From an optimization exercise on the open Yosys and OpenROAD flow, aimed at small area, a short achievable clock period and few clock cycles per item; shortcuts taken in it are not production practice.
In this exercise RTL edits were held to simulation tests only and were not proved equivalent to the original.

Design circ, start of the top module:
module circ(clk,rst,buttonRight,buttonCenter,buttonLeft,inputMultiplier,inputMultiplicand,segments,anode_active,doneFlag);
    input wire clk;
    input wire rst;
    input wire buttonRight;
    input wire buttonCenter;
    input wire buttonLeft;
    input wire [7:0] inputMultiplier;
    input wire [7:0] inputMultiplicand;
    output reg [6:0] segments;
    output wire [3:0] anode_active;
    output wire doneFlag;
    wire sa = inputMultiplier[7];
    wire sb = inputMultiplicand[7];
    wire [6:0] a = inputMultiplier[6:0] ^ {7{sa}};
    wire [6:0] b = inputMultiplicand[6:0] ^ {7{sb}};
    wire minus = (sa & ~sb & |inputMultiplicand[6:0]) | (sb & ~sa & |inputMultiplier[6:0]);
    wire [6:0] alpha = a + {6'd0, sa};
    wire [6:0] beta = b + {6'd0, sb};
    wire fa = sa & ~|inputMultiplier[6:0];
    wire fb = sb & ~|inputMultiplicand[6:0];
    wire [48:0] pp;
    genvar gi, gj;
    generate for (gi = 0; gi < 7; gi = gi + 1) begin : g_pp
        for (gj = 0; gj < 7; gj = gj + 1) begin : g_ppj
            assign pp[gi*7+gj] = alpha[gi] & beta[gj];
        end
    end endgenerate
    wire t1 = pp[6] ^ pp[12];
    wire t2 = pp[6] & pp[12];
    wire t3 = pp[13] ^ pp[19];
    wire t4 = pp[13] & pp[19];
    wire t5 = pp[4] ^ pp[10];
    wire t6 = pp[4] & pp[10];
    wire t7 = pp[5] ^ pp[11] ^ pp[17];
    wire t8 = (pp[5] & pp[11]) | (pp[5] & pp[17]) | (pp[11] & pp[17]);
    wire t9 = pp[23] ^ pp[29];
    wire t10 = pp[23] & pp[29];
    wire t11 = pp[18] ^ pp[24] ^ pp[30];
    wire t12 = (pp[18] & pp[24]) | (pp[18] & pp[30]) | (pp[24] & pp[30]);
    wire t13 = pp[36] ^ pp[42] ^ t1;
    wire t14 = (pp[36] & pp[42]) | (pp[36] & t1) | (pp[42] & t1);
    wire t15 = pp[25] ^ pp[31] ^ pp[37];
    wire t16 = (pp[25] & pp[31]) | (pp[25] & pp[37]) | (pp[31] & pp[37]);
    wire t17 = pp[43] ^ t3 ^ t2;
    wire t18 = (pp[43] & t3) | (pp[43] & t2) | (t3 & t2);
    wire t19 = pp[20] ^ pp[26] ^ pp[32];
    wire t20 = (pp[20] & pp[26]) | (pp[20] & pp[32]) | (pp[26] & pp[32]);
  ...
For scale: ~770 cells after synthesis, about 22 flip-flops, about 4200 um2 of cells after synthesis.
Settings: LEC_CHECK=0, ABC_AREA=1, CAP_MARGIN=20, CORE_MARGIN=2, CORE_UTILIZATION=70, SLEW_MARGIN=20; clock period 14.0 ns.
standard.sh (not shown) runs the stock make flow with config.mk's settings and CLKGATE_MAP_FILE= SYNTH_SCRIPT=/design/flow/synth_recipe.tcl, a recipe that flattens the netlist after the stock synthesis.
==> flow/flow/run.sh <==
#!/bin/bash
# Standard layout with three changes: stronger port buffers, full adders left
# to ABC instead of fixed adder cells, and an ABC mapping script with a real
# delay target (the ORFS area script has none); the post-CTS timing repair
# aims for extra setup slack.
set -euo pipefail
cp -r "$FLOW_HOME/scripts" scripts_abc
cat > scripts_abc/abc_area.script <<'EOS'
strash
dc2
dch
map -D 4000
topo
stime -c
buffer -c
upsize -c -D 4000
dnsize -c -D 4000
EOS
export SCRIPTS_DIR="$PWD/scripts_abc"
export ADDER_MAP_FILE=
export BUFFER_PORTS_ARGS="-buffer_cell sky130_fd_sc_hd__buf_1"
# timing repair after clock-tree synthesis aims for 6.4 ns of extra setup slack
SETUP_SLACK_MARGIN=6.4 bash standard.sh cts > standard_flow_to_cts.log 2>&1
bash standard.sh > standard_flow.log 2>&1
Testbench counts at the start, summed over its fixed seeds: cycles 8,000, items 8,000.
Edit:
--- a/flow/flow/run.sh
+++ b/flow/flow/run.sh
@@ -12 +12 @@
-map -D 4000
+map -D 4500
@@ -16,2 +16,2 @@
-upsize -c -D 4000
-dnsize -c -D 4000
+upsize -c -D 4500
+dnsize -c -D 4500
@@ -21 +21 @@
-export BUFFER_PORTS_ARGS="-buffer_cell sky130_fd_sc_hd__buf_1"
+export BUFFER_PORTS_ARGS="-buffer_cell sky130_fd_sc_hd__buf_2"
Flip-flop and latch count stays the same.
Global-route usage shrinks by 0.30 points.
Cell count increases by about 1.5%.
Register-to-register slack degrades by 0.06 ns.
Hold slack is worse by 0.015 ns.
Sequential share of layout area is about the same.
Core utilization went up by 0.44 points.
Non-clock buffer count is unchanged.

========
## build 7
Starting RTL as in the previous note.
clock: 14.0 ns
lec_check: 0
abc_area: 1
cap_margin: 20
core_margin: 2
core_utilization: 70
slew_margin: 20
==> flow/flow/run.sh <==
#!/bin/bash
# Standard layout with three changes: stronger port buffers, full adders left
# to ABC instead of fixed adder cells, and an ABC mapping script with a real
# delay target (the ORFS area script has none); the post-CTS timing repair
# aims for extra setup slack.
set -euo pipefail
cp -r "$FLOW_HOME/scripts" scripts_abc
cat > scripts_abc/abc_area.script <<'EOS'
strash
dc2
dch
map -D 4500
topo
stime -c
buffer -c
upsize -c -D 4500
dnsize -c -D 4500
EOS
export SCRIPTS_DIR="$PWD/scripts_abc"
export ADDER_MAP_FILE=
export BUFFER_PORTS_ARGS="-buffer_cell sky130_fd_sc_hd__buf_1"
# timing repair after clock-tree synthesis aims for 6.4 ns of extra setup slack
SETUP_SLACK_MARGIN=6.4 bash standard.sh cts > standard_flow_to_cts.log 2>&1
bash standard.sh > standard_flow.log 2>&1
Build 7 completed every stage of the flow, and the final layout passed the timing, DRC and antenna checks.
Testbench counts of build 7, summed over its fixed seeds: cycles 8,000, items 8,000.
Input changes introduced in build 93 (baseline for comparison: build 7):
- putting CTS_CLUSTER_SIZE at 30 where nothing was set
- putting CTS_CLUSTER_DIAMETER at 200 where nothing was set
==> flow/flow/run.sh <==
#!/bin/bash
# Standard layout with three changes: stronger port buffers, full adders left
# to ABC instead of fixed adder cells, and an ABC mapping script with a real
# delay target (the ORFS area script has none).
set -euo pipefail
cp -r "$FLOW_HOME/scripts" scripts_abc
cat > scripts_abc/abc_area.script <<'EOS'
strash
dc2
dch
map -D 4000
topo
stime -c
buffer -c
upsize -c -D 4000
dnsize -c -D 4000
EOS
export SCRIPTS_DIR="$PWD/scripts_abc"
export ADDER_MAP_FILE=
export BUFFER_PORTS_ARGS="-buffer_cell sky130_fd_sc_hd__buf_2"
bash standard.sh > standard_flow.log 2>&1
### Flow results
Build 7 has lower post-synthesis share of cell area spent on full adders, half adders and majority gates than build 93.
The top fanout value on the critical path number comes out lower for build 7 vs build 93.
Taking build 7 as the reference, in build 93 buffer count excluding the clock tree in the final layout now smaller, final worst setup slack shows a reduction of 200 ps.
Result: PASS for each of build 93 and build 7
[inputs] build 18 vs build 93
- clearing CTS_CLUSTER_SIZE, which used to be 30
- clearing CTS_CLUSTER_DIAMETER, which used to be 200
--- a/flow/flow/run.sh
+++ b/flow/flow/run.sh
@@ -2,5 +2,6 @@
 # Standard layout with three changes: stronger port buffers, full adders left
 # to ABC instead of fixed adder cells, and an ABC mapping script with a real
-# delay target (the ORFS area script has none).
+# delay target (the ORFS area script has none); the post-CTS timing repair
+# aims for extra setup slack.
 set -euo pipefail
 cp -r "$FLOW_HOME/scripts" scripts_abc
@@ -19,3 +20,5 @@
 export ADDER_MAP_FILE=
 export BUFFER_PORTS_ARGS="-buffer_cell sky130_fd_sc_hd__buf_2"
+# timing repair after clock-tree synthesis aims for 7.2 ns of extra setup slack
+SETUP_SLACK_MARGIN=7.2 bash standard.sh cts > standard_flow_to_cts.log 2>&1
 bash standard.sh > standard_flow.log 2>&1
Notes after the runs:
Diff build 93 -> build 18: number of levels the H-tree was split into was more or less identical; post-placement worst setup slack was more or less identical; count of cells resized by post-cts repair went up by 211; total setup buffers inserted after CTS went up by 95.
Status for build 18 and build 93: clean finish in build 93 only
Build 18 is listed as incomplete: the tool reported an error in clock tree synthesis and the run ended there.
Looking at detailed placement HPWL across build 18 and build 93, the one that comes out higher is build 18.
Number of instances in the placed design came out exactly the same in build 18 and build 93.
Comparing build 18 against build 93, there is no change at all in total number of clock tree sinks.
Max placer congestion estimate across build 18 and build 93: build 93
Starting utilization of the core area: build 93 vs build 18 identical
From build 93 to build 18, register bit total from synthesis did not move at all.
Input changes introduced in build 56 (baseline for comparison: build 18):
--- a/flow/flow/run.sh
+++ b/flow/flow/run.sh
@@ -20,5 +20,5 @@
 export ADDER_MAP_FILE=
 export BUFFER_PORTS_ARGS="-buffer_cell sky130_fd_sc_hd__buf_2"
-# timing repair after clock-tree synthesis aims for 7.2 ns of extra setup slack
-SETUP_SLACK_MARGIN=7.2 bash standard.sh cts > standard_flow_to_cts.log 2>&1
+# timing repair after clock-tree synthesis aims for 6.0 ns of extra setup slack
+SETUP_SLACK_MARGIN=6.0 bash standard.sh cts > standard_flow_to_cts.log 2>&1
 bash standard.sh > standard_flow.log 2>&1
Notes after the runs:
- Build 56 was carried through to the last stage, and its layout satisfied the timing, DRC and antenna checks.
- Total cell area at the placement stage in build 56 is about 2.3% lower than in build 18
- Per the comparison of build 56 with build 18, async set-reset flop share out of synthesis closely matched the old numbers, port buffer count closely matched the old numbers, post-cts resize count decreased by 211 relative to the old numbers.
- Diff build 18..build 56 | worst slack at placement | negligible
Inputs modified between build 56 and build 87:
--- a/flow/flow/run.sh
+++ b/flow/flow/run.sh
@@ -10,15 +10,15 @@
 dc2
 dch
-map -D 4000
+map -D 4500
 topo
 stime -c
 buffer -c
-upsize -c -D 4000
-dnsize -c -D 4000
+upsize -c -D 4500
+dnsize -c -D 4500
 EOS
 export SCRIPTS_DIR="$PWD/scripts_abc"
 export ADDER_MAP_FILE=
 export BUFFER_PORTS_ARGS="-buffer_cell sky130_fd_sc_hd__buf_2"
-# timing repair after clock-tree synthesis aims for 6.0 ns of extra setup slack
-SETUP_SLACK_MARGIN=6.0 bash standard.sh cts > standard_flow_to_cts.log 2>&1
+# timing repair after clock-tree synthesis aims for 6.6 ns of extra setup slack
+SETUP_SLACK_MARGIN=6.6 bash standard.sh cts > standard_flow_to_cts.log 2>&1
 bash standard.sh > standard_flow.log 2>&1
Notes after the runs:
- Relative to build 56, the final cell area reported for build 87 is higher.
- Build 87 — starting DRC count in detailed routing about 40% higher, build 56 as reference
- As far as number of sinks on the clock net is concerned, build 87 and build 56 perform about the same.
- The die outline area of build 87 was superior to that of build 56.
- Met3 usage: build 87 > build 56
- Of build 87 and build 56, the higher wire length of the first global-routing pass belongs to build 87.
- Build 56 reports its start-to-end type of the worst setup path as flop to primary output while build 87 reports primary input to flop.
- Between build 87 and build 56, the fraction of standard cell area that is sequential is lower for build 87.
- Side by side, clock distribution area overhead in the final layout turned out lower in build 87 than in build 56.
- Sort build 87 and build 56 by data arrival at the endpoint of the critical path asc -> top: build 56
- Against build 56 as the reference, build 87 delivers a higher number of resized instances in the post-cts repair step.

-- static timing again, ports no longer ideal --
No port has a modelled driver above. Below, the same layouts with a new extraction and two added sets of constraints.
Step 1, drivers: a clkbuf_16 drives clk and a buf_2 each remaining input, both assumed.
Step 2 adds t to the input delays and takes it off the output delays; t is the mean of the earliest and latest rising clock arrival at the registers after step 1. Input paths then give back, and output paths get back, about the clock's delay inside the block.
a / b / c = no drivers / after step 1 / after step 2; a / b = the first two.
run	shift t [ns]	setup WS [ns]	worst hold slack (ns)	worst data-port slew with drivers (ns)
the first run of note 1	0.293	6.188 / 6.160 / 6.011	0.493 / 0.493 / 0.493	0.04
the second run of note 1	0.285	6.257 / 6.231 / 6.106	0.477 / 0.477 / 0.477	0.04
build 7	0.295	6.185 / 6.156 / 6.024	0.482 / 0.482 / 0.482	0.04
build 93	0.295	5.983 / 5.954 / 6.191	0.471 / 0.471 / 0.471	0.04
build 56	0.295	5.983 / 5.954 / 6.191	0.471 / 0.471 / 0.471	0.04
build 87	0.283	6.323 / 6.326 / 6.042	0.478 / 0.478 / 0.478	0.05
After both steps every run listed still meets setup and hold. The setup slack of build 87, which loses most, moves by +0.003 ns with the drivers and by -0.281 ns with both steps.
